From an optimization exercise on the open Yosys and OpenROAD flow, aimed at small area and a short achievable clock period; shortcuts taken in it are not production practice. Function was checked by simulation only, so behaviour that the tests miss may differ from the original.

==> design/flow/design.v <==
module pipeline (
  input  CLK,
  input  [31:0]counter_in,
  input  [127:0]target_hash,
  input  reset,
  output reg found,
  output reg [31:0]found_word
);
function [31:0] bswap(input [31:0] x);
  bswap = {x[7:0], x[15:8], x[23:16], x[31:24]};
endfunction
function eqadd(input [31:0] a, input [31:0] b, input [31:0] k);
  reg [31:0] cy;
  begin
    cy = {(a[30:0] & b[30:0]) | ((a[30:0] | b[30:0]) & ~k[30:0]), 1'b0};
    eqadd = ((a ^ b ^ k) == cy);
  end
endfunction
reg  [4:0]  step;
reg  [1:0]  ph;
reg  [31:0] q0, q1, q2, q3, t21, er;
wire busy = (step != 5'd22);
always @(posedge CLK)
  if (reset) begin step <= 5'd0; ph <= 2'd0; end
  else if (busy) begin
    ph <= (ph == 2'd2) ? 2'd0 : ph + 2'd1;
    if (ph == 2'd2) step <= step + 5'd1;
  end
reg  [31:0] ex, kc;
reg  [2:0]  rs;
always @* begin
  case (step)
    5'd0: begin ex = bswap(target_hash[95:64]); kc = 32'h10325478; rs = 3'd0; end
    5'd1: begin ex = bswap(target_hash[63:32]); kc = 32'h67452303; rs = 3'd0; end
    5'd2: begin ex = bswap(target_hash[31:0]); kc = 32'hefcdab8b; rs = 3'd0; end
    5'd3: begin ex = bswap(target_hash[127:96]); kc = 32'h98badd00; rs = 3'd0; end
    5'd4: begin ex = q0 - q1; kc = 32'h14792c70; rs = 3'd4; end
    5'd5: begin ex = q0 - q1; kc = 32'hd5282d46; rs = 3'd3; end
    5'd6: begin ex = q0 - q1; kc = 32'h42c50dcc; rs = 3'd2; end
    5'd7: begin ex = q0 - q1; kc = 32'h08ac817f; rs = 3'd1; end
    5'd8: begin ex = q0 - q1; kc = 32'hb1f7ee60; rs = 3'd4; end
    5'd9: begin ex = q0 - q1; kc = 32'h5cfebced; rs = 3'd3; end
    5'd10: begin ex = q0 - q1; kc = 32'h01d31921; rs = 3'd2; end
    5'd11: begin ex = q0 - q1; kc = 32'h905781b2; rs = 3'd1; end
    5'd12: begin ex = q0 - q1; kc = 32'h7a7ba1b0; rs = 3'd4; end
    5'd13: begin ex = q0 - q1; kc = 32'h00100b84; rs = 3'd3; end
    5'd14: begin ex = q0 - q1; kc = 32'h70f3336f; rs = 3'd2; end
    5'd15: begin ex = q0 - q1; kc = 32'h9aa4a63e; rs = 3'd1; end
    5'd16: begin ex = q0 - q1; kc = 32'h036c5fc8; rs = 3'd4; end
    5'd17: begin ex = q0 - q1; kc = 32'h546bdc3a; rs = 3'd3; end
    5'd18: begin ex = q0 - q1; kc = 32'hbcd5006a; rs = 3'd2; end
    5'd19: begin ex = q0 - q1; kc = 32'h0bd6ddbd; rs = 3'd1; end
    5'd20: begin ex = q0 - q1; kc = 32'h3b53a99c; rs = 3'd5; end
    5'd21: begin ex = q0 - q1; kc = 32'he05d8309; rs = 3'd6; end
    default: begin ex = q0 - q1; kc = 32'h0; rs = 3'd0; end
  endcase
end
reg  [31:0] rot;
always @*
  case (rs)
    3'd0: rot = er;
    3'd1: rot = {er[5:0], er[31:6]};
    3'd2: rot = {er[9:0], er[31:10]};
    3'd3: rot = {er[14:0], er[31:15]};
    3'd4: rot = {er[20:0], er[31:21]};
    3'd5: rot = {er[22:0], er[31:23]};
    3'd6: rot = {er[15:0], er[31:16]};
    default: rot = er;
  endcase
always @(posedge CLK)
  if (busy & (ph == 2'd0)) er <= ex;
  else if (busy & (ph == 2'd1)) er <= rot;
wire usef = (step >= 5'd4) && (step < 5'd20);
wire [31:0] nf = usef ? ~(q2 ^ (q1 | ~q3)) : 32'hffffffff;
wire [31:0] cs_s = er ^ nf ^ kc;
wire [31:0] cs_c = {(er[30:0] & nf[30:0]) | (er[30:0] & kc[30:0]) | (nf[30:0] & kc[30:0]), 1'b0};
always @(posedge CLK)
  if (busy & (ph == 2'd2)) begin
    q0 <= q1; q1 <= q2; q2 <= q3; q3 <= cs_s + cs_c;
  end
always @(posedge CLK)
  if ((step == 5'd21) & (ph == 2'd0)) t21 <= q0 ^ q1;
reg  [31:0] w_in;
always @(posedge CLK) w_in <= counter_in;
wire [31:0] s001;
add_sk u_s001 (.a(bswap(w_in)), .b(32'hd76aa477), .s(s001));
wire [31:0] x_00 = s001;
wire [31:0] s002;
add_sk u_s002 (.a(32'hefcdab89), .b({x_00[24:0], x_00[31:25]}), .s(s002));
reg  [31:0] b_00;
always @(posedge CLK) b_00 <= s002;
reg  [31:0] w_01;
always @(posedge CLK) w_01 <= w_in;
wire [31:0] f_01 = ((b_00 & 32'hefcdab89) | (~b_00 & 32'h98badcfe));
wire [31:0] s003;
add_sk u_s003 (.a(f_01), .b(32'hf8fa0c4c), .s(s003));
wire [31:0] x_01 = s003;
wire [31:0] s004;
add_sk u_s004 (.a(b_00), .b({x_01[19:0], x_01[31:20]}), .s(s004));
reg  [31:0] b_01;
always @(posedge CLK) b_01 <= s004;
reg  [31:0] c_01;
always @(posedge CLK) c_01 <= b_00;
reg  [31:0] w_02;
always @(posedge CLK) w_02 <= w_01;
wire [31:0] f_02 = ((b_01 & c_01) | (~b_01 & 32'hefcdab89));
wire [31:0] s005;
add_sk u_s005 (.a(f_02), .b(32'hbcdb4dd9), .s(s005));
wire [31:0] x_02 = s005;
wire [31:0] s006;
add_sk u_s006 (.a(b_01), .b({x_02[14:0], x_02[31:15]}), .s(s006));
reg  [31:0] b_02;
always @(posedge CLK) b_02 <= s006;
reg  [31:0] c_02;
always @(posedge CLK) c_02 <= b_01;
reg  [31:0] d_02;
always @(posedge CLK) d_02 <= c_01;
reg  [31:0] w_03;
always @(posedge CLK) w_03 <= w_02;
wire [31:0] f_03 = ((b_02 & c_02) | (~b_02 & d_02));
wire [31:0] s007;
add_sk u_s007 (.a(f_03), .b(32'hb18b7a77), .s(s007));
wire [31:0] x_03 = s007;
wire [31:0] s008;
add_sk u_s008 (.a(b_02), .b({x_03[9:0], x_03[31:10]}), .s(s008));
reg  [31:0] b_03;
always @(posedge CLK) b_03 <= s008;
wire [31:0] s009;
add_sk u_s009 (.a(d_02), .b(32'hf57c0faf), .s(s009));
reg  [31:0] ap_03;
always @(posedge CLK) ap_03 <= s009;
reg  [31:0] c_03;
always @(posedge CLK) c_03 <= b_02;
reg  [31:0] d_03;
always @(posedge CLK) d_03 <= c_02;
reg  [31:0] w_04;
always @(posedge CLK) w_04 <= w_03;
wire [31:0] f_04 = ((b_03 & c_03) | (~b_03 & d_03));
wire [31:0] s010;
add_sk u_s010 (.a(ap_03), .b(f_04), .s(s010));
wire [31:0] x_04 = s010;
wire [31:0] s011;
add_sk u_s011 (.a(b_03), .b({x_04[24:0], x_04[31:25]}), .s(s011));
reg  [31:0] b_04;
always @(posedge CLK) b_04 <= s011;
wire [31:0] s012;
add_sk u_s012 (.a(d_03), .b(32'h4787c62a), .s(s012));
reg  [31:0] ap_04;
always @(posedge CLK) ap_04 <= s012;
reg  [31:0] c_04;
always @(posedge CLK) c_04 <= b_03;
reg  [31:0] d_04;
always @(posedge CLK) d_04 <= c_03;
reg  [31:0] w_05;
always @(posedge CLK) w_05 <= w_04;
wire [31:0] f_05 = ((b_04 & c_04) | (~b_04 & d_04));
wire [31:0] s013;
add_sk u_s013 (.a(ap_04), .b(f_05), .s(s013));
wire [31:0] x_05 = s013;
wire [31:0] s014;
add_sk u_s014 (.a(b_04), .b({x_05[19:0], x_05[31:20]}), .s(s014));
reg  [31:0] b_05;
always @(posedge CLK) b_05 <= s014;
wire [31:0] s015;
add_sk u_s015 (.a(d_04), .b(32'ha8304613), .s(s015));
reg  [31:0] ap_05;
always @(posedge CLK) ap_05 <= s015;
reg  [31:0] c_05;
always @(posedge CLK) c_05 <= b_04;
reg  [31:0] d_05;
always @(posedge CLK) d_05 <= c_04;
reg  [31:0] w_06;
always @(posedge CLK) w_06 <= w_05;
wire [31:0] f_06 = ((b_05 & c_05) | (~b_05 & d_05));
wire [31:0] s016;
add_sk u_s016 (.a(ap_05), .b(f_06), .s(s016));
wire [31:0] x_06 = s016;
wire [31:0] s017;
add_sk u_s017 (.a(b_05), .b({x_06[14:0], x_06[31:15]}), .s(s017));
reg  [31:0] b_06;
always @(posedge CLK) b_06 <= s017;
wire [31:0] s018;
add_sk u_s018 (.a(d_05), .b(32'hfd469501), .s(s018));
reg  [31:0] ap_06;
always @(posedge CLK) ap_06 <= s018;
reg  [31:0] c_06;
always @(posedge CLK) c_06 <= b_05;
reg  [31:0] d_06;
always @(posedge CLK) d_06 <= c_05;
reg  [31:0] w_07;
always @(posedge CLK) w_07 <= w_06;
wire [31:0] f_07 = ((b_06 & c_06) | (~b_06 & d_06));
wire [31:0] s019;
add_sk u_s019 (.a(ap_06), .b(f_07), .s(s019));
wire [31:0] x_07 = s019;
wire [31:0] s020;
add_sk u_s020 (.a(b_06), .b({x_07[9:0], x_07[31:10]}), .s(s020));
reg  [31:0] b_07;
always @(posedge CLK) b_07 <= s020;
wire [31:0] s021;
add_sk u_s021 (.a(d_06), .b(32'h698098d8), .s(s021));
reg  [31:0] ap_07;
always @(posedge CLK) ap_07 <= s021;
reg  [31:0] c_07;
always @(posedge CLK) c_07 <= b_06;
reg  [31:0] d_07;
always @(posedge CLK) d_07 <= c_06;
reg  [31:0] w_08;
always @(posedge CLK) w_08 <= w_07;
wire [31:0] f_08 = ((b_07 & c_07) | (~b_07 & d_07));
wire [31:0] s022;
add_sk u_s022 (.a(ap_07), .b(f_08), .s(s022));
wire [31:0] x_08 = s022;
wire [31:0] s023;
add_sk u_s023 (.a(b_07), .b({x_08[24:0], x_08[31:25]}), .s(s023));
reg  [31:0] b_08;
always @(posedge CLK) b_08 <= s023;
wire [31:0] s024;
add_sk u_s024 (.a(d_07), .b(32'h8b44f7af), .s(s024));
reg  [31:0] ap_08;
always @(posedge CLK) ap_08 <= s024;
reg  [31:0] c_08;
always @(posedge CLK) c_08 <= b_07;
reg  [31:0] d_08;
always @(posedge CLK) d_08 <= c_07;
reg  [31:0] w_09;
always @(posedge CLK) w_09 <= w_08;
wire [31:0] f_09 = ((b_08 & c_08) | (~b_08 & d_08));
wire [31:0] s025;
add_sk u_s025 (.a(ap_08), .b(f_09), .s(s025));
wire [31:0] x_09 = s025;
wire [31:0] s026;
add_sk u_s026 (.a(b_08), .b({x_09[19:0], x_09[31:20]}), .s(s026));
reg  [31:0] b_09;
always @(posedge CLK) b_09 <= s026;
wire [31:0] s027;
add_sk u_s027 (.a(d_08), .b(32'hffff5bb1), .s(s027));
reg  [31:0] ap_09;
always @(posedge CLK) ap_09 <= s027;
reg  [31:0] c_09;
always @(posedge CLK) c_09 <= b_08;
reg  [31:0] d_09;
always @(posedge CLK) d_09 <= c_08;
reg  [31:0] w_10;
always @(posedge CLK) w_10 <= w_09;
wire [31:0] f_10 = ((b_09 & c_09) | (~b_09 & d_09));
wire [31:0] s028;
add_sk u_s028 (.a(ap_09), .b(f_10), .s(s028));
wire [31:0] x_10 = s028;
wire [31:0] s029;
add_sk u_s029 (.a(b_09), .b({x_10[14:0], x_10[31:15]}), .s(s029));
reg  [31:0] b_10;
always @(posedge CLK) b_10 <= s029;
wire [31:0] s030;
add_sk u_s030 (.a(d_09), .b(32'h895cd7be), .s(s030));
reg  [31:0] ap_10;
always @(posedge CLK) ap_10 <= s030;
reg  [31:0] c_10;
always @(posedge CLK) c_10 <= b_09;
reg  [31:0] d_10;
always @(posedge CLK) d_10 <= c_09;
reg  [31:0] w_11;
always @(posedge CLK) w_11 <= w_10;
wire [31:0] f_11 = ((b_10 & c_10) | (~b_10 & d_10));
wire [31:0] s031;
add_sk u_s031 (.a(ap_10), .b(f_11), .s(s031));
wire [31:0] x_11 = s031;
wire [31:0] s032;
add_sk u_s032 (.a(b_10), .b({x_11[9:0], x_11[31:10]}), .s(s032));
reg  [31:0] b_11;
always @(posedge CLK) b_11 <= s032;
wire [31:0] s033;
add_sk u_s033 (.a(d_10), .b(32'h6b901122), .s(s033));
reg  [31:0] ap_11;
always @(posedge CLK) ap_11 <= s033;
reg  [31:0] c_11;
always @(posedge CLK) c_11 <= b_10;
reg  [31:0] d_11;
always @(posedge CLK) d_11 <= c_10;
reg  [31:0] w_12;
always @(posedge CLK) w_12 <= w_11;
wire [31:0] f_12 = ((b_11 & c_11) | (~b_11 & d_11));
wire [31:0] s034;
add_sk u_s034 (.a(ap_11), .b(f_12), .s(s034));
wire [31:0] x_12 = s034;
wire [31:0] s035;
add_sk u_s035 (.a(b_11), .b({x_12[24:0], x_12[31:25]}), .s(s035));
reg  [31:0] b_12;
always @(posedge CLK) b_12 <= s035;
wire [31:0] s036;
add_sk u_s036 (.a(d_11), .b(32'hfd987193), .s(s036));
reg  [31:0] ap_12;
always @(posedge CLK) ap_12 <= s036;
reg  [31:0] c_12;
always @(posedge CLK) c_12 <= b_11;
reg  [31:0] d_12;
always @(posedge CLK) d_12 <= c_11;
reg  [31:0] w_13;
always @(posedge CLK) w_13 <= w_12;
wire [31:0] f_13 = ((b_12 & c_12) | (~b_12 & d_12));
wire [31:0] s037;
add_sk u_s037 (.a(ap_12), .b(f_13), .s(s037));
wire [31:0] x_13 = s037;
wire [31:0] s038;
add_sk u_s038 (.a(b_12), .b({x_13[19:0], x_13[31:20]}), .s(s038));
reg  [31:0] b_13;
always @(posedge CLK) b_13 <= s038;
wire [31:0] s039;
add_sk u_s039 (.a(d_12), .b(32'ha67943ae), .s(s039));
reg  [31:0] ap_13;
always @(posedge CLK) ap_13 <= s039;
reg  [31:0] c_13;
always @(posedge CLK) c_13 <= b_12;
reg  [31:0] d_13;
always @(posedge CLK) d_13 <= c_12;
reg  [31:0] w_14;
always @(posedge CLK) w_14 <= w_13;
wire [31:0] f_14 = ((b_13 & c_13) | (~b_13 & d_13));
wire [31:0] s040;
add_sk u_s040 (.a(ap_13), .b(f_14), .s(s040));
wire [31:0] x_14 = s040;
wire [31:0] s041;
add_sk u_s041 (.a(b_13), .b({x_14[14:0], x_14[31:15]}), .s(s041));
reg  [31:0] b_14;
always @(posedge CLK) b_14 <= s041;
wire [31:0] s042;
add_sk u_s042 (.a(d_13), .b(32'h49b40821), .s(s042));
reg  [31:0] ap_14;
always @(posedge CLK) ap_14 <= s042;
reg  [31:0] c_14;
always @(posedge CLK) c_14 <= b_13;
reg  [31:0] d_14;
always @(posedge CLK) d_14 <= c_13;
reg  [31:0] w_15;
always @(posedge CLK) w_15 <= w_14;
wire [31:0] f_15 = ((b_14 & c_14) | (~b_14 & d_14));
wire [31:0] s043;
add_sk u_s043 (.a(ap_14), .b(f_15), .s(s043));
wire [31:0] x_15 = s043;
wire [31:0] s044;
add_sk u_s044 (.a(b_14), .b({x_15[9:0], x_15[31:10]}), .s(s044));
reg  [31:0] b_15;
always @(posedge CLK) b_15 <= s044;
wire [31:0] s045;
add_sk u_s045 (.a(d_14), .b(32'hf61e25e2), .s(s045));
reg  [31:0] ap_15;
always @(posedge CLK) ap_15 <= s045;
reg  [31:0] c_15;
always @(posedge CLK) c_15 <= b_14;
reg  [31:0] d_15;
always @(posedge CLK) d_15 <= c_14;
reg  [31:0] w_16;
always @(posedge CLK) w_16 <= w_15;
wire [31:0] f_16 = ((d_15 & b_15) | (c_15 & ~d_15));
wire [31:0] s046;
add_sk u_s046 (.a(ap_15), .b(f_16), .s(s046));
wire [31:0] x_16 = s046;
wire [31:0] s047;
add_sk u_s047 (.a(b_15), .b({x_16[26:0], x_16[31:27]}), .s(s047));
reg  [31:0] b_16;
always @(posedge CLK) b_16 <= s047;
wire [31:0] s048;
add_sk u_s048 (.a(d_15), .b(32'hc040b340), .s(s048));
reg  [31:0] ap_16;
always @(posedge CLK) ap_16 <= s048;
reg  [31:0] c_16;
always @(posedge CLK) c_16 <= b_15;
reg  [31:0] d_16;
always @(posedge CLK) d_16 <= c_15;
reg  [31:0] w_17;
always @(posedge CLK) w_17 <= w_16;
wire [31:0] f_17 = ((d_16 & b_16) | (c_16 & ~d_16));
wire [31:0] s049;
add_sk u_s049 (.a(ap_16), .b(f_17), .s(s049));
wire [31:0] x_17 = s049;
wire [31:0] s050;
add_sk u_s050 (.a(b_16), .b({x_17[22:0], x_17[31:23]}), .s(s050));
reg  [31:0] b_17;
always @(posedge CLK) b_17 <= s050;
wire [31:0] s051;
add_sk u_s051 (.a(d_16), .b(32'h265e5a51), .s(s051));
reg  [31:0] ap_17;
always @(posedge CLK) ap_17 <= s051;
reg  [31:0] c_17;
always @(posedge CLK) c_17 <= b_16;
reg  [31:0] d_17;
always @(posedge CLK) d_17 <= c_16;
reg  [31:0] w_18;
always @(posedge CLK) w_18 <= w_17;
wire [31:0] f_18 = ((d_17 & b_17) | (c_17 & ~d_17));
wire [31:0] s052;
add_sk u_s052 (.a(ap_17), .b(f_18), .s(s052));
wire [31:0] x_18 = s052;
wire [31:0] s053;
add_sk u_s053 (.a(b_17), .b({x_18[17:0], x_18[31:18]}), .s(s053));
reg  [31:0] b_18;
always @(posedge CLK) b_18 <= s053;
wire [31:0] s054;
add_sk u_s054 (.a(d_17), .b(32'he9b6c7aa), .s(s054));
wire [31:0] s055;
add_sk u_s055 (.a(s054), .b(bswap(w_18)), .s(s055));
reg  [31:0] ap_18;
always @(posedge CLK) ap_18 <= s055;
reg  [31:0] c_18;
always @(posedge CLK) c_18 <= b_17;
reg  [31:0] d_18;
always @(posedge CLK) d_18 <= c_17;
reg  [31:0] w_19;
always @(posedge CLK) w_19 <= w_18;
wire [31:0] f_19 = ((d_18 & b_18) | (c_18 & ~d_18));
wire [31:0] s056;
add_sk u_s056 (.a(ap_18), .b(f_19), .s(s056));
wire [31:0] x_19 = s056;
wire [31:0] s057;
add_sk u_s057 (.a(b_18), .b({x_19[11:0], x_19[31:12]}), .s(s057));
reg  [31:0] b_19;
always @(posedge CLK) b_19 <= s057;
wire [31:0] s058;
add_sk u_s058 (.a(d_18), .b(32'hd62f105d), .s(s058));
reg  [31:0] ap_19;
always @(posedge CLK) ap_19 <= s058;
reg  [31:0] c_19;
always @(posedge CLK) c_19 <= b_18;
reg  [31:0] d_19;
always @(posedge CLK) d_19 <= c_18;
reg  [31:0] w_20;
always @(posedge CLK) w_20 <= w_19;
wire [31:0] f_20 = ((d_19 & b_19) | (c_19 & ~d_19));
wire [31:0] s059;
add_sk u_s059 (.a(ap_19), .b(f_20), .s(s059));
wire [31:0] x_20 = s059;
wire [31:0] s060;
add_sk u_s060 (.a(b_19), .b({x_20[26:0], x_20[31:27]}), .s(s060));
reg  [31:0] b_20;
always @(posedge CLK) b_20 <= s060;
wire [31:0] s061;
add_sk u_s061 (.a(d_19), .b(32'h02441453), .s(s061));
reg  [31:0] ap_20;
always @(posedge CLK) ap_20 <= s061;
reg  [31:0] c_20;
always @(posedge CLK) c_20 <= b_19;
reg  [31:0] d_20;
always @(posedge CLK) d_20 <= c_19;
reg  [31:0] w_21;
always @(posedge CLK) w_21 <= w_20;
wire [31:0] f_21 = ((d_20 & b_20) | (c_20 & ~d_20));
wire [31:0] s062;
add_sk u_s062 (.a(ap_20), .b(f_21), .s(s062));
wire [31:0] x_21 = s062;
wire [31:0] s063;
add_sk u_s063 (.a(b_20), .b({x_21[22:0], x_21[31:23]}), .s(s063));
reg  [31:0] b_21;
always @(posedge CLK) b_21 <= s063;
wire [31:0] s064;
add_sk u_s064 (.a(d_20), .b(32'hd8a1e681), .s(s064));
reg  [31:0] ap_21;
always @(posedge CLK) ap_21 <= s064;
reg  [31:0] c_21;
always @(posedge CLK) c_21 <= b_20;
reg  [31:0] d_21;
always @(posedge CLK) d_21 <= c_20;
reg  [31:0] w_22;
always @(posedge CLK) w_22 <= w_21;
wire [31:0] f_22 = ((d_21 & b_21) | (c_21 & ~d_21));
wire [31:0] s065;
add_sk u_s065 (.a(ap_21), .b(f_22), .s(s065));
wire [31:0] x_22 = s065;
wire [31:0] s066;
add_sk u_s066 (.a(b_21), .b({x_22[17:0], x_22[31:18]}), .s(s066));
reg  [31:0] b_22;
always @(posedge CLK) b_22 <= s066;
wire [31:0] s067;
add_sk u_s067 (.a(d_21), .b(32'he7d3fbc8), .s(s067));
reg  [31:0] ap_22;
always @(posedge CLK) ap_22 <= s067;
reg  [31:0] c_22;
always @(posedge CLK) c_22 <= b_21;
reg  [31:0] d_22;
always @(posedge CLK) d_22 <= c_21;
reg  [31:0] w_23;
always @(posedge CLK) w_23 <= w_22;
wire [31:0] f_23 = ((d_22 & b_22) | (c_22 & ~d_22));
wire [31:0] s068;
add_sk u_s068 (.a(ap_22), .b(f_23), .s(s068));
wire [31:0] x_23 = s068;
wire [31:0] s069;
add_sk u_s069 (.a(b_22), .b({x_23[11:0], x_23[31:12]}), .s(s069));
reg  [31:0] b_23;
always @(posedge CLK) b_23 <= s069;
wire [31:0] s070;
add_sk u_s070 (.a(d_22), .b(32'h21e1cde6), .s(s070));
reg  [31:0] ap_23;
always @(posedge CLK) ap_23 <= s070;
reg  [31:0] c_23;
always @(posedge CLK) c_23 <= b_22;
reg  [31:0] d_23;
always @(posedge CLK) d_23 <= c_22;
reg  [31:0] w_24;
always @(posedge CLK) w_24 <= w_23;
wire [31:0] f_24 = ((d_23 & b_23) | (c_23 & ~d_23));
wire [31:0] s071;
add_sk u_s071 (.a(ap_23), .b(f_24), .s(s071));
wire [31:0] x_24 = s071;
wire [31:0] s072;
add_sk u_s072 (.a(b_23), .b({x_24[26:0], x_24[31:27]}), .s(s072));
reg  [31:0] b_24;
always @(posedge CLK) b_24 <= s072;
wire [31:0] s073;
add_sk u_s073 (.a(d_23), .b(32'hc33707f6), .s(s073));
reg  [31:0] ap_24;
always @(posedge CLK) ap_24 <= s073;
reg  [31:0] c_24;
always @(posedge CLK) c_24 <= b_23;
reg  [31:0] d_24;
always @(posedge CLK) d_24 <= c_23;
reg  [31:0] w_25;
always @(posedge CLK) w_25 <= w_24;
wire [31:0] f_25 = ((d_24 & b_24) | (c_24 & ~d_24));
wire [31:0] s074;
add_sk u_s074 (.a(ap_24), .b(f_25), .s(s074));
wire [31:0] x_25 = s074;
wire [31:0] s075;
add_sk u_s075 (.a(b_24), .b({x_25[22:0], x_25[31:23]}), .s(s075));
reg  [31:0] b_25;
always @(posedge CLK) b_25 <= s075;
wire [31:0] s076;
add_sk u_s076 (.a(d_24), .b(32'hf4d50d87), .s(s076));
reg  [31:0] ap_25;
always @(posedge CLK) ap_25 <= s076;
reg  [31:0] c_25;
always @(posedge CLK) c_25 <= b_24;
reg  [31:0] d_25;
always @(posedge CLK) d_25 <= c_24;
reg  [31:0] w_26;
always @(posedge CLK) w_26 <= w_25;
wire [31:0] f_26 = ((d_25 & b_25) | (c_25 & ~d_25));
wire [31:0] s077;
add_sk u_s077 (.a(ap_25), .b(f_26), .s(s077));
wire [31:0] x_26 = s077;
wire [31:0] s078;
add_sk u_s078 (.a(b_25), .b({x_26[17:0], x_26[31:18]}), .s(s078));
reg  [31:0] b_26;
always @(posedge CLK) b_26 <= s078;
wire [31:0] s079;
add_sk u_s079 (.a(d_25), .b(32'h455a14ed), .s(s079));
reg  [31:0] ap_26;
always @(posedge CLK) ap_26 <= s079;
reg  [31:0] c_26;
always @(posedge CLK) c_26 <= b_25;
reg  [31:0] d_26;
always @(posedge CLK) d_26 <= c_25;
reg  [31:0] w_27;
always @(posedge CLK) w_27 <= w_26;
wire [31:0] f_27 = ((d_26 & b_26) | (c_26 & ~d_26));
wire [31:0] s080;
add_sk u_s080 (.a(ap_26), .b(f_27), .s(s080));
wire [31:0] x_27 = s080;
wire [31:0] s081;
add_sk u_s081 (.a(b_26), .b({x_27[11:0], x_27[31:12]}), .s(s081));
reg  [31:0] b_27;
always @(posedge CLK) b_27 <= s081;
wire [31:0] s082;
add_sk u_s082 (.a(d_26), .b(32'ha9e3e905), .s(s082));
reg  [31:0] ap_27;
always @(posedge CLK) ap_27 <= s082;
reg  [31:0] c_27;
always @(posedge CLK) c_27 <= b_26;
reg  [31:0] d_27;
always @(posedge CLK) d_27 <= c_26;
reg  [31:0] w_28;
always @(posedge CLK) w_28 <= w_27;
wire [31:0] f_28 = ((d_27 & b_27) | (c_27 & ~d_27));
wire [31:0] s083;
add_sk u_s083 (.a(ap_27), .b(f_28), .s(s083));
wire [31:0] x_28 = s083;
wire [31:0] s084;
add_sk u_s084 (.a(b_27), .b({x_28[26:0], x_28[31:27]}), .s(s084));
reg  [31:0] b_28;
always @(posedge CLK) b_28 <= s084;
wire [31:0] s085;
add_sk u_s085 (.a(d_27), .b(32'hfcefa3f8), .s(s085));
reg  [31:0] ap_28;
always @(posedge CLK) ap_28 <= s085;
reg  [31:0] c_28;
always @(posedge CLK) c_28 <= b_27;
reg  [31:0] d_28;
always @(posedge CLK) d_28 <= c_27;
reg  [31:0] w_29;
always @(posedge CLK) w_29 <= w_28;
wire [31:0] f_29 = ((d_28 & b_28) | (c_28 & ~d_28));
wire [31:0] s086;
add_sk u_s086 (.a(ap_28), .b(f_29), .s(s086));
wire [31:0] x_29 = s086;
wire [31:0] s087;
add_sk u_s087 (.a(b_28), .b({x_29[22:0], x_29[31:23]}), .s(s087));
reg  [31:0] b_29;
always @(posedge CLK) b_29 <= s087;
wire [31:0] s088;
add_sk u_s088 (.a(d_28), .b(32'h676f02d9), .s(s088));
reg  [31:0] ap_29;
always @(posedge CLK) ap_29 <= s088;
reg  [31:0] c_29;
always @(posedge CLK) c_29 <= b_28;
reg  [31:0] d_29;
always @(posedge CLK) d_29 <= c_28;
reg  [31:0] w_30;
always @(posedge CLK) w_30 <= w_29;
wire [31:0] f_30 = ((d_29 & b_29) | (c_29 & ~d_29));
wire [31:0] s089;
add_sk u_s089 (.a(ap_29), .b(f_30), .s(s089));
wire [31:0] x_30 = s089;
wire [31:0] s090;
add_sk u_s090 (.a(b_29), .b({x_30[17:0], x_30[31:18]}), .s(s090));
reg  [31:0] b_30;
always @(posedge CLK) b_30 <= s090;
wire [31:0] s091;
add_sk u_s091 (.a(d_29), .b(32'h8d2a4c8a), .s(s091));
reg  [31:0] ap_30;
always @(posedge CLK) ap_30 <= s091;
reg  [31:0] c_30;
always @(posedge CLK) c_30 <= b_29;
reg  [31:0] d_30;
always @(posedge CLK) d_30 <= c_29;
reg  [31:0] w_31;
always @(posedge CLK) w_31 <= w_30;
wire [31:0] f_31 = ((d_30 & b_30) | (c_30 & ~d_30));
wire [31:0] s092;
add_sk u_s092 (.a(ap_30), .b(f_31), .s(s092));
wire [31:0] x_31 = s092;
wire [31:0] s093;
add_sk u_s093 (.a(b_30), .b({x_31[11:0], x_31[31:12]}), .s(s093));
reg  [31:0] b_31;
always @(posedge CLK) b_31 <= s093;
wire [31:0] s094;
add_sk u_s094 (.a(d_30), .b(32'hfffa3942), .s(s094));
reg  [31:0] ap_31;
always @(posedge CLK) ap_31 <= s094;
reg  [31:0] c_31;
always @(posedge CLK) c_31 <= b_30;
reg  [31:0] d_31;
always @(posedge CLK) d_31 <= c_30;
reg  [31:0] w_32;
always @(posedge CLK) w_32 <= w_31;
wire [31:0] f_32 = (b_31 ^ c_31 ^ d_31);
wire [31:0] s095;
add_sk u_s095 (.a(ap_31), .b(f_32), .s(s095));
wire [31:0] x_32 = s095;
wire [31:0] s096;
add_sk u_s096 (.a(b_31), .b({x_32[27:0], x_32[31:28]}), .s(s096));
reg  [31:0] b_32;
always @(posedge CLK) b_32 <= s096;
wire [31:0] s097;
add_sk u_s097 (.a(d_31), .b(32'h8771f681), .s(s097));
reg  [31:0] ap_32;
always @(posedge CLK) ap_32 <= s097;
reg  [31:0] c_32;
always @(posedge CLK) c_32 <= b_31;
reg  [31:0] d_32;
always @(posedge CLK) d_32 <= c_31;
reg  [31:0] w_33;
always @(posedge CLK) w_33 <= w_32;
wire [31:0] f_33 = (b_32 ^ c_32 ^ d_32);
wire [31:0] s098;
add_sk u_s098 (.a(ap_32), .b(f_33), .s(s098));
wire [31:0] x_33 = s098;
wire [31:0] s099;
add_sk u_s099 (.a(b_32), .b({x_33[20:0], x_33[31:21]}), .s(s099));
reg  [31:0] b_33;
always @(posedge CLK) b_33 <= s099;
wire [31:0] s100;
add_sk u_s100 (.a(d_32), .b(32'h6d9d6122), .s(s100));
reg  [31:0] ap_33;
always @(posedge CLK) ap_33 <= s100;
reg  [31:0] c_33;
always @(posedge CLK) c_33 <= b_32;
reg  [31:0] d_33;
always @(posedge CLK) d_33 <= c_32;
reg  [31:0] w_34;
always @(posedge CLK) w_34 <= w_33;
wire [31:0] f_34 = (b_33 ^ c_33 ^ d_33);
wire [31:0] s101;
add_sk u_s101 (.a(ap_33), .b(f_34), .s(s101));
wire [31:0] x_34 = s101;
wire [31:0] s102;
add_sk u_s102 (.a(b_33), .b({x_34[15:0], x_34[31:16]}), .s(s102));
reg  [31:0] b_34;
always @(posedge CLK) b_34 <= s102;
wire [31:0] s103;
add_sk u_s103 (.a(d_33), .b(32'hfde5382c), .s(s103));
reg  [31:0] ap_34;
always @(posedge CLK) ap_34 <= s103;
reg  [31:0] c_34;
always @(posedge CLK) c_34 <= b_33;
reg  [31:0] d_34;
always @(posedge CLK) d_34 <= c_33;
reg  [31:0] w_35;
always @(posedge CLK) w_35 <= w_34;
wire [31:0] f_35 = (b_34 ^ c_34 ^ d_34);
wire [31:0] s104;
add_sk u_s104 (.a(ap_34), .b(f_35), .s(s104));
wire [31:0] x_35 = s104;
wire [31:0] s105;
add_sk u_s105 (.a(b_34), .b({x_35[8:0], x_35[31:9]}), .s(s105));
reg  [31:0] b_35;
always @(posedge CLK) b_35 <= s105;
wire [31:0] s106;
add_sk u_s106 (.a(d_34), .b(32'ha4beeac4), .s(s106));
reg  [31:0] ap_35;
always @(posedge CLK) ap_35 <= s106;
reg  [31:0] c_35;
always @(posedge CLK) c_35 <= b_34;
reg  [31:0] d_35;
always @(posedge CLK) d_35 <= c_34;
reg  [31:0] w_36;
always @(posedge CLK) w_36 <= w_35;
wire [31:0] f_36 = (b_35 ^ c_35 ^ d_35);
wire [31:0] s107;
add_sk u_s107 (.a(ap_35), .b(f_36), .s(s107));
wire [31:0] x_36 = s107;
wire [31:0] s108;
add_sk u_s108 (.a(b_35), .b({x_36[27:0], x_36[31:28]}), .s(s108));
reg  [31:0] b_36;
always @(posedge CLK) b_36 <= s108;
wire [31:0] s109;
add_sk u_s109 (.a(d_35), .b(32'h4bdecfa9), .s(s109));
reg  [31:0] ap_36;
always @(posedge CLK) ap_36 <= s109;
reg  [31:0] c_36;
always @(posedge CLK) c_36 <= b_35;
reg  [31:0] d_36;
always @(posedge CLK) d_36 <= c_35;
reg  [31:0] w_37;
always @(posedge CLK) w_37 <= w_36;
wire [31:0] f_37 = (b_36 ^ c_36 ^ d_36);
wire [31:0] s110;
add_sk u_s110 (.a(ap_36), .b(f_37), .s(s110));
wire [31:0] x_37 = s110;
wire [31:0] s111;
add_sk u_s111 (.a(b_36), .b({x_37[20:0], x_37[31:21]}), .s(s111));
reg  [31:0] b_37;
always @(posedge CLK) b_37 <= s111;
wire [31:0] s112;
add_sk u_s112 (.a(d_36), .b(32'hf6bb4b60), .s(s112));
reg  [31:0] ap_37;
always @(posedge CLK) ap_37 <= s112;
reg  [31:0] c_37;
always @(posedge CLK) c_37 <= b_36;
reg  [31:0] d_37;
always @(posedge CLK) d_37 <= c_36;
reg  [31:0] w_38;
always @(posedge CLK) w_38 <= w_37;
wire [31:0] f_38 = (b_37 ^ c_37 ^ d_37);
wire [31:0] s113;
add_sk u_s113 (.a(ap_37), .b(f_38), .s(s113));
wire [31:0] x_38 = s113;
wire [31:0] s114;
add_sk u_s114 (.a(b_37), .b({x_38[15:0], x_38[31:16]}), .s(s114));
reg  [31:0] b_38;
always @(posedge CLK) b_38 <= s114;
wire [31:0] s115;
add_sk u_s115 (.a(d_37), .b(32'hbebfbc70), .s(s115));
reg  [31:0] ap_38;
always @(posedge CLK) ap_38 <= s115;
reg  [31:0] c_38;
always @(posedge CLK) c_38 <= b_37;
reg  [31:0] d_38;
always @(posedge CLK) d_38 <= c_37;
reg  [31:0] w_39;
always @(posedge CLK) w_39 <= w_38;
wire [31:0] f_39 = (b_38 ^ c_38 ^ d_38);
wire [31:0] s116;
add_sk u_s116 (.a(ap_38), .b(f_39), .s(s116));
wire [31:0] x_39 = s116;
wire [31:0] s117;
add_sk u_s117 (.a(b_38), .b({x_39[8:0], x_39[31:9]}), .s(s117));
reg  [31:0] b_39;
always @(posedge CLK) b_39 <= s117;
wire [31:0] s118;
add_sk u_s118 (.a(d_38), .b(32'h289b7ec6), .s(s118));
reg  [31:0] ap_39;
always @(posedge CLK) ap_39 <= s118;
reg  [31:0] c_39;
always @(posedge CLK) c_39 <= b_38;
reg  [31:0] d_39;
always @(posedge CLK) d_39 <= c_38;
reg  [31:0] w_40;
always @(posedge CLK) w_40 <= w_39;
wire [31:0] f_40 = (b_39 ^ c_39 ^ d_39);
wire [31:0] s119;
add_sk u_s119 (.a(ap_39), .b(f_40), .s(s119));
wire [31:0] x_40 = s119;
wire [31:0] s120;
add_sk u_s120 (.a(b_39), .b({x_40[27:0], x_40[31:28]}), .s(s120));
reg  [31:0] b_40;
always @(posedge CLK) b_40 <= s120;
wire [31:0] s121;
add_sk u_s121 (.a(d_39), .b(32'heaa127fa), .s(s121));
wire [31:0] s122;
add_sk u_s122 (.a(s121), .b(bswap(w_40)), .s(s122));
reg  [31:0] ap_40;
always @(posedge CLK) ap_40 <= s122;
reg  [31:0] c_40;
always @(posedge CLK) c_40 <= b_39;
reg  [31:0] d_40;
always @(posedge CLK) d_40 <= c_39;
reg  [31:0] w_41;
always @(posedge CLK) w_41 <= w_40;
wire [31:0] f_41 = (b_40 ^ c_40 ^ d_40);
wire [31:0] s123;
add_sk u_s123 (.a(ap_40), .b(f_41), .s(s123));
wire [31:0] x_41 = s123;
wire [31:0] s124;
add_sk u_s124 (.a(b_40), .b({x_41[20:0], x_41[31:21]}), .s(s124));
reg  [31:0] b_41;
always @(posedge CLK) b_41 <= s124;
wire [31:0] s125;
add_sk u_s125 (.a(d_40), .b(32'hd4ef3085), .s(s125));
reg  [31:0] ap_41;
always @(posedge CLK) ap_41 <= s125;
reg  [31:0] c_41;
always @(posedge CLK) c_41 <= b_40;
reg  [31:0] d_41;
always @(posedge CLK) d_41 <= c_40;
reg  [31:0] w_42;
always @(posedge CLK) w_42 <= w_41;
wire [31:0] f_42 = (b_41 ^ c_41 ^ d_41);
wire [31:0] s126;
add_sk u_s126 (.a(ap_41), .b(f_42), .s(s126));
wire [31:0] x_42 = s126;
wire [31:0] s127;
add_sk u_s127 (.a(b_41), .b({x_42[15:0], x_42[31:16]}), .s(s127));
reg  [31:0] b_42;
always @(posedge CLK) b_42 <= s127;
wire [31:0] s128;
add_sk u_s128 (.a(d_41), .b(32'h04881d05), .s(s128));
reg  [31:0] ap_42;
always @(posedge CLK) ap_42 <= s128;
reg  [31:0] c_42;
always @(posedge CLK) c_42 <= b_41;
reg  [31:0] d_42;
always @(posedge CLK) d_42 <= c_41;
reg  [31:0] w_43;
always @(posedge CLK) w_43 <= w_42;
wire [31:0] f_43 = (b_42 ^ c_42 ^ d_42);
wire [31:0] s129;
add_sk u_s129 (.a(ap_42), .b(f_43), .s(s129));
wire [31:0] x_43 = s129;
wire [31:0] s130;
add_sk u_s130 (.a(b_42), .b({x_43[8:0], x_43[31:9]}), .s(s130));
reg  [31:0] b_43;
always @(posedge CLK) b_43 <= s130;
wire [31:0] s131;
add_sk u_s131 (.a(d_42), .b(32'hd9d4d039), .s(s131));
reg  [31:0] ap_43;
always @(posedge CLK) ap_43 <= s131;
reg  [31:0] c_43;
always @(posedge CLK) c_43 <= b_42;
reg  [31:0] d_43;
always @(posedge CLK) d_43 <= c_42;
reg  [31:0] w_44;
always @(posedge CLK) w_44 <= w_43;
wire [31:0] f_44 = (b_43 ^ c_43 ^ d_43);
wire [31:0] s132;
add_sk u_s132 (.a(ap_43), .b(f_44), .s(s132));
wire [31:0] x_44 = s132;
wire [31:0] s133;
add_sk u_s133 (.a(b_43), .b({x_44[27:0], x_44[31:28]}), .s(s133));
reg  [31:0] b_44;
always @(posedge CLK) b_44 <= s133;
wire [31:0] s134;
add_sk u_s134 (.a(d_43), .b(32'he6db99e5), .s(s134));
reg  [31:0] ap_44;
always @(posedge CLK) ap_44 <= s134;
reg  [31:0] c_44;
always @(posedge CLK) c_44 <= b_43;
reg  [31:0] d_44;
always @(posedge CLK) d_44 <= c_43;
reg  [31:0] w_45;
always @(posedge CLK) w_45 <= w_44;
wire [31:0] f_45 = b_44 ^ c_44 ^ d_44;
wire [31:0] s135;
add_sk u_s135 (.a(ap_44), .b(f_45), .s(s135));
reg  [31:0] x_45;
always @(posedge CLK) x_45 <= s135;
reg  [31:0] b44_k;
always @(posedge CLK) b44_k <= b_44;
reg  ok46;
always @(posedge CLK) ok46 <= eqadd(d_44, q0 ^ b_44 ^ c_44, q3);
reg  ok47;
always @(posedge CLK) ok47 <= eqadd(c_44, t21 ^ b_44, q2);
reg  ok48;
always @(posedge CLK) ok48 <= eqadd(b_44, bswap(w_45), q1);
reg  [31:0] w_46;
always @(posedge CLK) w_46 <= w_45;
always @(posedge CLK) found <= eqadd(b44_k, {x_45[20:0], x_45[31:21]}, q0) & ok46 & ok47 & ok48;
always @(posedge CLK) found_word <= w_46;
endmodule
module add_sk (input [31:0] a, input [31:0] b, output [31:0] s);
  wire [31:0] g0 = a & b;
  wire [31:0] p0 = a ^ b;
  wire g_0 = g0[1] | (p0[1] & g0[0]);
  wire g_1 = g0[3] | (p0[3] & g0[2]);
  wire p_1 = p0[3] & p0[2];
  wire g_2 = g0[5] | (p0[5] & g0[4]);
  wire p_2 = p0[5] & p0[4];
  wire g_3 = g0[7] | (p0[7] & g0[6]);
  wire p_3 = p0[7] & p0[6];
  wire g_4 = g0[9] | (p0[9] & g0[8]);
  wire p_4 = p0[9] & p0[8];
  wire g_5 = g0[11] | (p0[11] & g0[10]);
  wire p_5 = p0[11] & p0[10];
  wire g_6 = g0[13] | (p0[13] & g0[12]);
  wire p_6 = p0[13] & p0[12];
  wire g_7 = g0[15] | (p0[15] & g0[14]);
  wire p_7 = p0[15] & p0[14];
  wire g_8 = g0[17] | (p0[17] & g0[16]);
  wire p_8 = p0[17] & p0[16];
  wire g_9 = g0[19] | (p0[19] & g0[18]);
  wire p_9 = p0[19] & p0[18];
  wire g_10 = g0[21] | (p0[21] & g0[20]);
  wire p_10 = p0[21] & p0[20];
  wire g_11 = g0[23] | (p0[23] & g0[22]);
  wire p_11 = p0[23] & p0[22];
  wire g_12 = g0[25] | (p0[25] & g0[24]);
  wire p_12 = p0[25] & p0[24];
  wire g_13 = g0[27] | (p0[27] & g0[26]);
  wire p_13 = p0[27] & p0[26];
  wire g_14 = g0[29] | (p0[29] & g0[28]);
  wire p_14 = p0[29] & p0[28];
  wire g_15 = g0[31] | (p0[31] & g0[30]);
  wire p_15 = p0[31] & p0[30];
  wire g_16 = g0[2] | (p0[2] & g_0);
  wire g_17 = g_1 | (p_1 & g_0);
  wire g_18 = g0[6] | (p0[6] & g_2);
  wire p_18 = p0[6] & p_2;
  wire g_19 = g_3 | (p_3 & g_2);
  wire p_19 = p_3 & p_2;
  wire g_20 = g0[10] | (p0[10] & g_4);
  wire p_20 = p0[10] & p_4;
  wire g_21 = g_5 | (p_5 & g_4);
  wire p_21 = p_5 & p_4;
  wire g_22 = g0[14] | (p0[14] & g_6);
  wire p_22 = p0[14] & p_6;
  wire g_23 = g_7 | (p_7 & g_6);
  wire p_23 = p_7 & p_6;
  wire g_24 = g0[18] | (p0[18] & g_8);
  wire p_24 = p0[18] & p_8;
  wire g_25 = g_9 | (p_9 & g_8);
  wire p_25 = p_9 & p_8;
  wire g_26 = g0[22] | (p0[22] & g_10);
  wire p_26 = p0[22] & p_10;
  wire g_27 = g_11 | (p_11 & g_10);
  wire p_27 = p_11 & p_10;
  wire g_28 = g0[26] | (p0[26] & g_12);
  wire p_28 = p0[26] & p_12;
  wire g_29 = g_13 | (p_13 & g_12);
  wire p_29 = p_13 & p_12;
  wire g_30 = g0[30] | (p0[30] & g_14);
  wire p_30 = p0[30] & p_14;
  wire g_31 = g_15 | (p_15 & g_14);
  wire p_31 = p_15 & p_14;
  wire g_32 = g0[4] | (p0[4] & g_17);
  wire g_33 = g_2 | (p_2 & g_17);
  wire g_34 = g_18 | (p_18 & g_17);
  wire g_35 = g_19 | (p_19 & g_17);
  wire g_36 = g0[12] | (p0[12] & g_21);
  wire p_36 = p0[12] & p_21;
  wire g_37 = g_6 | (p_6 & g_21);
  wire p_37 = p_6 & p_21;
  wire g_38 = g_22 | (p_22 & g_21);
  wire p_38 = p_22 & p_21;
  wire g_39 = g_23 | (p_23 & g_21);
  wire p_39 = p_23 & p_21;
  wire g_40 = g0[20] | (p0[20] & g_25);
  wire p_40 = p0[20] & p_25;
  wire g_41 = g_10 | (p_10 & g_25);
  wire p_41 = p_10 & p_25;
  wire g_42 = g_26 | (p_26 & g_25);
  wire p_42 = p_26 & p_25;
  wire g_43 = g_27 | (p_27 & g_25);
  wire p_43 = p_27 & p_25;
  wire g_44 = g0[28] | (p0[28] & g_29);
  wire p_44 = p0[28] & p_29;
  wire g_45 = g_14 | (p_14 & g_29);
  wire p_45 = p_14 & p_29;
  wire g_46 = g_30 | (p_30 & g_29);
  wire p_46 = p_30 & p_29;
  wire g_47 = g_31 | (p_31 & g_29);
  wire p_47 = p_31 & p_29;
  wire g_48 = g0[8] | (p0[8] & g_35);
  wire g_49 = g_4 | (p_4 & g_35);
  wire g_50 = g_20 | (p_20 & g_35);
  wire g_51 = g_21 | (p_21 & g_35);
  wire g_52 = g_36 | (p_36 & g_35);
  wire g_53 = g_37 | (p_37 & g_35);
  wire g_54 = g_38 | (p_38 & g_35);
  wire g_55 = g_39 | (p_39 & g_35);
  wire g_56 = g0[24] | (p0[24] & g_43);
  wire p_56 = p0[24] & p_43;
  wire g_57 = g_12 | (p_12 & g_43);
  wire p_57 = p_12 & p_43;
  wire g_58 = g_28 | (p_28 & g_43);
  wire p_58 = p_28 & p_43;
  wire g_59 = g_29 | (p_29 & g_43);
  wire p_59 = p_29 & p_43;
  wire g_60 = g_44 | (p_44 & g_43);
  wire p_60 = p_44 & p_43;
  wire g_61 = g_45 | (p_45 & g_43);
  wire p_61 = p_45 & p_43;
  wire g_62 = g_46 | (p_46 & g_43);
  wire p_62 = p_46 & p_43;
  wire g_63 = g_47 | (p_47 & g_43);
  wire p_63 = p_47 & p_43;
  wire g_64 = g0[16] | (p0[16] & g_55);
  wire g_65 = g_8 | (p_8 & g_55);
  wire g_66 = g_24 | (p_24 & g_55);
  wire g_67 = g_25 | (p_25 & g_55);
  wire g_68 = g_40 | (p_40 & g_55);
  wire g_69 = g_41 | (p_41 & g_55);
  wire g_70 = g_42 | (p_42 & g_55);
  wire g_71 = g_43 | (p_43 & g_55);
  wire g_72 = g_56 | (p_56 & g_55);
  wire g_73 = g_57 | (p_57 & g_55);
  wire g_74 = g_58 | (p_58 & g_55);
  wire g_75 = g_59 | (p_59 & g_55);
  wire g_76 = g_60 | (p_60 & g_55);
  wire g_77 = g_61 | (p_61 & g_55);
  wire g_78 = g_62 | (p_62 & g_55);
  wire g_79 = g_63 | (p_63 & g_55);
  wire [31:0] c;
  assign c[0] = 1'b0;
  assign c[1] = g0[0];
  assign c[2] = g_0;
  assign c[3] = g_16;
  assign c[4] = g_17;
  assign c[5] = g_32;
  assign c[6] = g_33;
  assign c[7] = g_34;
  assign c[8] = g_35;
  assign c[9] = g_48;
  assign c[10] = g_49;
  assign c[11] = g_50;
  assign c[12] = g_51;
  assign c[13] = g_52;
  assign c[14] = g_53;
  assign c[15] = g_54;
  assign c[16] = g_55;
  assign c[17] = g_64;
  assign c[18] = g_65;
  assign c[19] = g_66;
  assign c[20] = g_67;
  assign c[21] = g_68;
  assign c[22] = g_69;
  assign c[23] = g_70;
  assign c[24] = g_71;
  assign c[25] = g_72;
  assign c[26] = g_73;
  assign c[27] = g_74;
  assign c[28] = g_75;
  assign c[29] = g_76;
  assign c[30] = g_77;
  assign c[31] = g_78;
  assign s = p0 ^ c;
endmodule
==> design/flow/flow/run.sh <==
#!/bin/bash
# Layout flow: the standard ORFS flow, with Yosys's full/half-adder
# extraction turned off (the RTL already spells out its adders as prefix
# networks) and more antenna-repair rounds after detailed routing.
set -euo pipefail
bash standard.sh ADDER_MAP_FILE= MAX_REPAIR_ANTENNAS_ITER_DRT=10 finish > standard.log 2>&1
==> design/flow/standard.sh <==
#!/bin/bash
# synth_recipe.tcl (not shown) runs the flow's synth.tcl, then flattens the netlist and writes it again
# the make line also repeats each setting of config.mk as NAME=value (left out here)
make -C /OpenROAD-flow-scripts/flow DESIGN_CONFIG=/design/flow/config.mk WORK_HOME=/design/flow/orfs CLKGATE_MAP_FILE= SYNTH_SCRIPT=/design/flow/synth_recipe.tcl "${@:-finish}"
==> design/flow/config.mk <==
export PLATFORM = sky130hd
export DESIGN_NAME = pipeline
export DESIGN_NICKNAME = pipeline
export VERILOG_FILES = /design/flow/design.v
export SDC_FILE = /design/flow/constraint.sdc
export NUM_CORES = 8
export LEC_CHECK = 0
export ABC_AREA = 1
export CAP_MARGIN = 20
export CORE_MARGIN = 2
export CORE_UTILIZATION = 55
export SETUP_SLACK_MARGIN = 4.0
export SLEW_MARGIN = 20
==> design/flow/constraint.sdc <==
create_clock -name core_clock -period 7.5 [get_ports {CLK}]
set_input_delay 1.5000 -clock core_clock [delete_from_list [all_inputs] [get_ports {CLK}]]
set_output_delay 1.5000 -clock core_clock [all_outputs]
set_load 0.01 [all_outputs]
==> metrics list, run 1 <==
- Overall die area: 0.655 sq mm
* CP startpoint kind: register
- Period Utilization, post-route: a little under half
* Crit end category: register
* Worst slew pin tran: approximately 1.2 ns
- Leaving out fill and tap cells, the most frequent cell in the layout is nand2_1.
- The pre-antenna-repair detailed-routing pass consisted of 13 iterations.
- Synth Net Count: 52900
- Worst EP required: 8.59 ns
- After routing, the total negative slack on setup checks comes to 0 ns.
- Insertion delay to the later sink of the worst-skew pair: about 1.3 ns
- Number of levels in the clock H-tree: 6
- The largest single stage delay on the critical path is between 0.3 and 0.4 ns.
- Number of standard cells after synthesis: between 50000 and 60000
- Residual DRC: 0
- Logic depth of the worst register-to-register path: 27
- In this run the worst hold path is classified as reg2reg.
- The initial antenna violation count is 107.
* Post-layout min period: 3.57 ns
- Number of synthesized flops with an enable pin: around 190
* FF+latch count, synth: about 7400
- Together, buffers and inverters on the worst path number 1.
- Die H: 809 microns
* Async set or reset register ratio after synthesis: 0%
* Number of nets in the layout: ~55000
- Drt via density: about 5.4
- Area of the mapped netlist: 0.357 sq mm
* Crit-path max FO: 8
- After floorplanning, the core was divided into ~300 placement rows.
- Share of final-layout standard cells stronger than drive strength 1: between 10% and 20%
- For the final database, setup skew stands at approximately 0.14 ns.
- Clock buffer depth: 4
* FMAX: 280 MHz
- Synthesis-to-finish area growth: 21.6%
- At the end of routability-driven placement, the weighted congestion stood at 1.04.
- Vias in the first global route: 313000
* Crit-path most repeated cell: nand2_1
* Critical Path AT: 4.66 ns
- Headroom to the max-slew limit: 19.1%
- Worst hold-check slack: 0.238 ns
- Top-level I/O count: 195
- The tool flagged a number of max-cap violations equal to 0.
- Entering global routing, the biggest net connects 133 pins.
- Commonest non-fill, non-tap cells in the layout: nand2_1, inv_1, dfxtp_1, nor2_1, nand3_1
- In the synthesized netlist the dominant register cell turns out to be dfxtp_1.
- Clock tree sinks: 7371
- After clock tree synthesis, the clock-pin slew on the worst setup and hold paths is ~0.06 ns.
- Setup violations remaining at the end of the flow were counted as 0.
- CTS tree: done
* Mean post-synth cell area: 6.76 sq um
- Detailed placement ended at an HPWL of 1040000 microns.
- Worst hold stages: 0
- Final number of hold-violating endpoints: 0
- The flow ran to the end and the layout has no timing, DRC or antenna violations.
- Number of buffers created by CTS: 752
* Initial drt markers: 34600
- After global routing the overflow that remains totals 0.
* Overall routing resource usage: 37.5%
- Logic depth of the worst path, buffers included: 27
- Clock root cell: clkbuf_16
- The routed design has 1340000 microns of wire.
* Unrepaired setup endpoints after global routing: true
* Sequential cell area fraction in the yosys report: approximately two fifths
- The floorplan step defined a core boundary enclosing between 0.6 and 0.7 sq mm.
* Number of routed nets with antenna violations: 0
* Worst-path cell with the longest stage delay: dfxtp_4
- For this configuration, the core starts out at a cell density of 55.2%.
* First-pass GRT wire length: roughly 1900000 microns
- Among cell families on the critical path, the largest total delay comes from simple AND/OR/NAND/NOR gates.
- Counting distinct cell types in the post-synthesis netlist gives 94.
* Die Span X: around 810 microns
- Vias post-DR: about 350k
* Final Max Tran Viols: 0
- Mean routed wirelength per cell: 20.9 microns
- Synthesis Warnings: 1
- By startpoint and endpoint, the worst setup path is classified as reg2reg.
* IO buf count: approximately 190
==> layout make-up <==
cell class	count	area, sq um
Fill cell	53900	212000
Multi-Input combinational cell	37500	202000
Sequential cell	7371	152000
Inverter	7787	29400
Clock buffer	975	21100
Timing Repair Buffer	1418	12400
Tap cell	8613	10800
Clock inverter	427	5880
Antenna cell	73	183
Timing Repair inverter	1	8.76
==> repair_timing <==
| item | 4_1_cts | 5_1_grt |
|---|---|---|
| gates cloned | 30 | 35 |
| hold buffers | 0 | 0 |
| resized for setup | 1802 | 6705 |
| hold endpoints to repair | 0 | 0 |
| pin swaps | 209 | 1414 |
| endpoints found under the setup margin | 1230 | 1352 |
| setup buffers | 223 | 972 |
==> final timing paths <==
| kind | startpoint | end | slack [ns] |
|---|---|---|---|
| setup / recovery | b_40[6] | b_41[21] | 3.93 |
| hold / removal | w_37[21] | w_38[21] | 0.24 |
| setup reg to reg | b_40[6] | b_41[21] | 3.93 |
| hold reg to reg | w_37[21] | w_38[21] | 0.24 |
==> kinds of logic after synthesis <==
kind of cell	count (synthesis)	synth area share (%)
AND/OR/NAND/NOR	30400	35.9
flip-flops	7371	41.9
AO/OA/AOI/OAI	4356	6.96
multiplexers	28	0.0793
buffers and inverters	7936	8.54
XOR/XNOR	2668	6.61
adder cells (fa/ha/maj)	7	0.0197
==> stage by stage <==
| step | cell area [sq um] | std cells | worst slack (ns) | util (%) |
|---|---|---|---|---|
| after floorplan | 357000 | 52800 | 2.90 | - |
| after global placement | 368000 | 61500 | 2.42 | 57.1 |
| after detailed placement | 368000 | 61500 | 2.41 | 57.1 |
| after CTS | 404000 | 63100 | 3.91 | 62.5 |
| after global routing | 434000 | 64100 | 3.57 | 67.2 |
| final | 434000 | 64200 | 3.93 | 67.2 |
==> metal layers <==
metal	global-route usage (%)	part of all wire [%]	routed length, microns	vias up
li1	-	-	-	167000
met1	45.6	38	508000	161000
met2	61.1	45	603000	16700
met3	6.85	9.0	121000	4794
met4	24.3	8.1	109000	44
met5	0	0.026	355	-
==> synthesized netlist by cell type, types with 70 or more instances <==
| master | n | area [sq um] |
|---|---|---|
| or2_2 | 699 | 4370 |
| a21boi_0 | 264 | 1980 |
| a21o_1 | 180 | 1350 |
| edfxtp_1 | 192 | 5770 |
| nor3_1 | 322 | 1610 |
| nor2_2 | 198 | 1240 |
| o21ai_0 | 1283 | 6420 |
| nand3_1 | 3864 | 19300 |
| nand3_2 | 97 | 971 |
| nand2_1 | 18800 | 70500 |
| xnor2_1 | 779 | 6820 |
| and2_1 | 97 | 607 |
| nand2_4 | 70 | 788 |
| nor2_1 | 4696 | 17600 |
| o21ai_1 | 313 | 1570 |
| or2_1 | 238 | 1490 |
| buf_6 | 73 | 822 |
| nand2_2 | 504 | 3150 |
| a31oi_1 | 87 | 544 |
| nand3b_1 | 445 | 3340 |
| a21oi_1 | 1630 | 8160 |
| dfxtp_1 | 7179 | 144000 |
| o22ai_1 | 79 | 494 |
| inv_1 | 7554 | 28400 |
| nand4_1 | 171 | 1070 |
| inv_2 | 229 | 860 |
| xor2_1 | 1871 | 16400 |
==> inputs of run 2 (changes only) <==
--- a/design/flow/config.mk
+++ b/design/flow/config.mk
@@ -8,6 +8,7 @@
 export ABC_AREA = 1
 export CAP_MARGIN = 20
 export CORE_MARGIN = 2
-export CORE_UTILIZATION = 55
+export CORE_UTILIZATION = 70
+export PLACE_DENSITY = 0.78
 export SETUP_SLACK_MARGIN = 4.0
 export SLEW_MARGIN = 20
==> run 2 against run 1 <==
Net effect: the run now fails in global routing (5_1_grt); area after synthesis unchanged; synthesized cell count unchanged.
==> metrics list, run 2 <==
- The share of the synthesized area in the top cell type was 40.3% (unchanged).
- # rows: 262 (-11%)
* IO buf count: 194 (unchanged)
- Area share of and/or/nand/nor cells after synthesis: 35.9% (unchanged)
- FF+latch count, synth: 7371 (unchanged)
- Number of standard cells after synthesis: 52800 (unchanged)
- The commonest cells after synthesis are nand2_1, inv_1, dfxtp_1.
- Die H: 718 microns (-11%)
* Async set or reset register ratio after synthesis: 0% (unchanged)
- Synth Net Count: 52900 (unchanged)
* Sequential cell area fraction in the yosys report: 41.9% (unchanged)
- Effective utilization at floorplan: 70.2% (+15 points)
- Die Span X: 718 microns (-11%)
- The first global-routing pass estimated roughly 2300000 microns of wire.
* Netlist cell types: 94 (unchanged)
- By area the synthesized netlist is led by dfxtp_1, nand2_1, inv_1.
* HPWL after DPL: 989000 microns (-4.8%)
- The final weighted congestion of routability-driven global placement was 1.12 (+7.3%).
* Adder-cell share of the synthesized area: 0.0196% (unchanged)
- The number of global-route vias before repair came to 374000.
* Cell Count Post-Placement: 59600 (-3.1%)
- Clock root cell: clkbuf_16
- Clock buffer depth: 4 (unchanged)
- The count of clock tree sinks was 7371 (unchanged).
- Mean post-synth cell area: 6.76 sq um (unchanged)
- Mux contribution to synthesized area: 0.0793% (unchanged)
* Count of hold buffers inserted by post-cts repair: 0 (unchanged)
* Cell with the most instances after synthesis: nand2_1
- The number of CTS-inserted buffers is 712 (-5.3%).
* Number of synthesized flops with an enable pin: 192 (unchanged)
- Top-level I/O count: 195 (unchanged)
* Overall routing resource usage: 59.4%
- Leftover overflow at the end of global routing: 2828
- Post-Place Setup Slack: 3.18 ns (+0.772 ns)
- XOR/XNOR share of the synthesized area: 6.61% (unchanged)
- Synthesis Warnings: 1 (unchanged)
* Error: [ERROR GRT-0116] Global routing finished with congestion. Check the congestion regions in the DRC Viewer.
* Last stage the flow got to: global routing (5_1_grt)
- Number of levels in the clock H-tree: 6 (unchanged)
- The synthesized-area fraction occupied by ao, oa, aoi and oai cells is 6.96% (unchanged).
- The most used flip-flop cell after synthesis is dfxtp_1.
- After synthesis, the largest family of logic cells by area is simple AND/OR/NAND/NOR gates.
- Outcome: stopped before the end
- Biggest area consumer among synthesized cells: dfxtp_1
- Entering global routing, the biggest net connects 75 pins.
* Area of the mapped netlist: 0.357 sq mm (unchanged)
## run 2: per-stage QoR
step	cell area, sq um	hold slack (ns)	utilization, %
after floorplan	357000	0.310	-
after global placement	366000	0.309	72.0
after detailed placement	366000	0.312	72.0
after CTS	399000	0.295	78.6
## run 2: worst max path at each step
stage	from	to	slack, ns	cells after the start
floorplan	step[2]	step[4]	2.90	10
global placement	step[4]	er[30]	2.92	13
detailed placement	step[4]	er[28]	3.18	14
CTS	d_17[2]	ap_18[29]	3.84	27
## run 2: logic make-up after synthesis
| family | Yosys count |
|---|---|
| compound gates | 4356 |
| xor+xnor | 2668 |
| fa+ha+maj | 7 |
| buf+inv | 7936 |
| flops | 7371 |
| mux | 28 |
| simple gates | 30400 |
## run 2: repair_timing
| item | CTS |
|---|---|
| setup buffers | 202 |
| cloned | 24 |
| pin swaps | 202 |
| hold endpoints to repair | 0 |
| endpoints found under the setup margin | 1173 |
| gates resized for setup | 1787 |
## run 2: metal layers
metal | overflow | track usage [%]
met5 | 27 | 18.1
met3 | 175 | 34.1
met4 | 761 | 54.2
met2 | 1637 | 81.8
met1 | 228 | 62.4
==> inputs of run 3 (changes only) <==
==> design/flow/flow/run.sh (replaced) <==
#!/bin/bash
# Layout flow: the standard ORFS flow, with Yosys's full/half-adder
# extraction turned off (the RTL already spells out its adders as prefix
# networks), larger clock-tree sink clusters without dummy loads, and more
# antenna-repair rounds after detailed routing.
set -euo pipefail
bash standard.sh ADDER_MAP_FILE= MAX_REPAIR_ANTENNAS_ITER_DRT=10 \
  "CTS_ARGS=-sink_clustering_enable -repair_clock_nets -dont_use_dummy_load -sink_clustering_size 24 -sink_clustering_max_diameter 80" \
  finish > standard.log 2>&1
--- a/design/flow/config.mk
+++ b/design/flow/config.mk
@@ -8,7 +8,6 @@
 export ABC_AREA = 1
 export CAP_MARGIN = 20
 export CORE_MARGIN = 2
-export CORE_UTILIZATION = 70
-export PLACE_DENSITY = 0.78
+export CORE_UTILIZATION = 55
 export SETUP_SLACK_MARGIN = 4.0
 export SLEW_MARGIN = 20
==> run 3 against run 2 <==
Net effect: area after synthesis unchanged; the run now finishes clean; synthesized cell count did not move.
==> metrics list, run 3 <==
- Outcome: timing/DRC/antenna clean
- Netlist cell types: 94 (unchanged)
- Crit end category: register
* Vias post-DR: around 340k
* Accumulated negative setup slack: 0 ns
* Number of synthesized flops with an enable pin: 192 (unchanged)
- The number of top-level pins was 195 (unchanged).
- Cell with the most instances after synthesis: nand2_1
- Most common library cell in the layout ignoring fill and taps: nand2_1
- For this block, the initial DRC count from the detailed router was 33800.
* Worst slew pin tran: 1.15 ns
* CTS tree: done
- Area inside the core boundary: 0.646 sq mm
- Biggest area consumer among synthesized cells: dfxtp_1
* Worst EP required: 8.47 ns
* Worst hold-check slack: about 0.25 ns
- Clock root cell: clkbuf_16
- Synthesis-to-finish area growth: 17.4%
- The count of input and output buffers is 194 (unchanged).
- The die extent in y is 809 microns (+13%).
* Crit-path max FO: 8
* Synth Net Count: 52900 (unchanged)
- The die covers 0.655 sq mm.
- The number of CTS-inserted buffers was 441 (-38%).
- # rows: 295 (+13%)
* Leftover overflow at the end of global routing: 0
- Number of standard cells after synthesis: 52800 (unchanged)
* Area share of the largest cell type after synthesis: 40.3% (unchanged)
- The first global-routing pass estimated 1830000 microns of wire.
* Number of levels in the clock H-tree: 5 (-1)
* Final WL: roughly 1300000 microns
* Largest net degree at the start of global routing: around 130
- The first detailed-routing pass ran for 16 iterations.
- Worst hold path class: reg2reg
* Mean post-synth cell area: 6.76 sq um (unchanged)
* Mean routed wirelength per cell: between 20 and 25 microns
* Share of final-layout standard cells stronger than drive strength 1: 18.4%
* Final number of hold-violating endpoints: 0
* Main area contributors after synthesis: dfxtp_1, nand2_1, inv_1
- Sequential cell area fraction in the yosys report: 41.9% (unchanged)
* Synthesis Warnings: 1 (unchanged)
* Async set or reset register ratio after synthesis: 0% (unchanged)
- After clock tree synthesis, the clock-pin slew on the worst setup and hold paths is 0.10 ns.
- Prevailing post-synth register cell: dfxtp_1
- In the synthesized netlist, the cells that appear most often are nand2_1, inv_1, dfxtp_1.
- The number of global-route vias before repair came to 305000.
- In the global route stage, overall resource usage came out at roughly 37%.
- The placed wire-length estimate came to 1040000 microns (+5.0%).
* Number of nets in the layout: 54800
- Clock tree sinks: 7371 (unchanged)
- Number of antenna violations at the first check in global routing: roughly 110
- The initial cell density of the core is 55.2% (-15 points).
- Period Utilization, post-route: 47.5%
- Number of routed nets with antenna violations: 0
- Across the routed clock network, the largest skew measured is 0.172 ns.
- The combined area of all synthesized cells came to 0.357 sq mm (unchanged).
- Clock buffer depth: 4 (unchanged)
* Count of hold buffers inserted by post-cts repair: 0 (unchanged)
* Critical Path AT: 4.53 ns
* Die Span X: 809 microns (+13%)
- RD Place Congestion: 1.04 (-6.8%)
- Insertion delay to the later sink of the worst-skew pair: 1.15 ns
- The register bit count reported by yosys is 7371 (unchanged).
- Commonest non-fill, non-tap cells in the layout: nand2_1, inv_1, dfxtp_1, nor2_1, nand3_1
- The number of max-slew violations in the final report came to 0.
- Unrepaired setup endpoints after global routing: true
run 3: layout make-up:
type | instances | area, sq um
timing repair buffer | 1484 | 12900
inverter | 7787 | 29400
tap | 8613 | 10800
clock buffer | 441 | 11000
sequential | 7371 | 152000
antenna | 61 | 153
timing repair inverter | 1 | 30.0
fill | 56000 | 227000
multi-input combinational | 37500 | 202000
run 3: critical path, cell delays in order (launching register included):
cell and delay [ns]:
dfxtp_4 0.43, inv_2 0.08, nand2_1 0.07, nand2_1 0.11, or2_1 0.27, nand3_2 0.11
nand2_2 0.09, nor2_1 0.19, nand2_1 0.12, nand2_2 0.12, nand2_1 0.10, nand2_4 0.16
inv_1 0.08, nand2_1 0.07, nand2_1 0.06, nand2_1 0.07, nand2_1 0.09, nand2_2 0.13
nor2_2 0.06, buf_4 0.14, a21oi_2 0.17, buf_6 0.14, nand3_4 0.21, nand2_2 0.15
nand2_1 0.06, nand2_1 0.05, nand2_1 0.04
run 3: final timing paths:
| kind | to | slack (ns) | startpoint | cells past startpoint |
|---|---|---|---|---|
| worst max-delay path | b_39[20] | 3.94 | b_38[18] | 26 |
| worst min-delay path | d_15[30] | 0.25 | c_14[30] | 0 |
| worst max register to register | b_39[20] | 3.94 | b_38[18] | 26 |
| worst min register to register | d_15[30] | 0.25 | c_14[30] | 0 |
run 3: timing repair:
| action | 4_1_cts | 5_1_grt |
|---|---|---|
| endpoints found under the setup margin | 1232 | 1354 |
| buffers inserted | 233 | 1026 |
| resized for setup | 1768 | 6953 |
| pin swaps | 195 | 1485 |
| cloned | 27 | 38 |
run 3: stage by stage:
step           setup slack, ns  std cells  area (sq um)  util [%]
6_report                  3.94      63300        419000      64.9
5_1_grt                   3.76      63200        419000      64.8
4_1_cts                   3.96      62200        388000      60.0
3_5_place_dp              2.41      61500        368000      57.1
3_3_place_gp              2.42      61500        368000      57.1
2_1_floorplan             2.90      52800        357000         -
run 3: logic make-up after synthesis:
group / count (synthesis) / share of synthesized area, %
simple gates: 30400 / 35.9
buf+inv: 7936 / 8.54
compound gates: 4356 / 6.96
xor+xnor: 2668 / 6.61
fa+ha+maj: 7 / 0.0197
mux: 28 / 0.0793
flops: 7371 / 41.9
run 3: metal layers:
| metal | part of all wire [%] | track usage, % |
|---|---|---|
| met4 | 7.8 | 22.5 |
| met3 | 8.9 | 6.36 |
| met1 | 38 | 45.2 |
| met5 | 0.037 | 0 |
| met2 | 45 | 60.0 |

==> what the ideal ports hide <==
The results above use ideal ports. As a check the final layouts listed here were re-extracted and re-timed, cells and wires unchanged. Step 1: set_driving_cell puts a clkbuf_16 on CLK and a buf_2 on each other input, an assumption about the parent block. Step 2 times the ports against the registers' clock, not the clock port: input delays grow and output delays shrink by t, the midpoint of the rising clock arrivals with the driver on. a / b / c = no drivers / after step 1 / after step 2; a / b = the first two.
run	shift t [ns]	setup slack, ns	hold WS [ns]
run 1	1.342	3.929 / 3.922 / 3.915	0.238 / 0.238 / 0.238
run 3	1.228	3.939 / 3.920 / 3.939	0.254 / 0.254 / 0.254
After both steps every run listed still meets setup and hold. The setup slack of run 1, which loses most, moves by -0.007 ns with the drivers and by -0.014 ns with both steps.
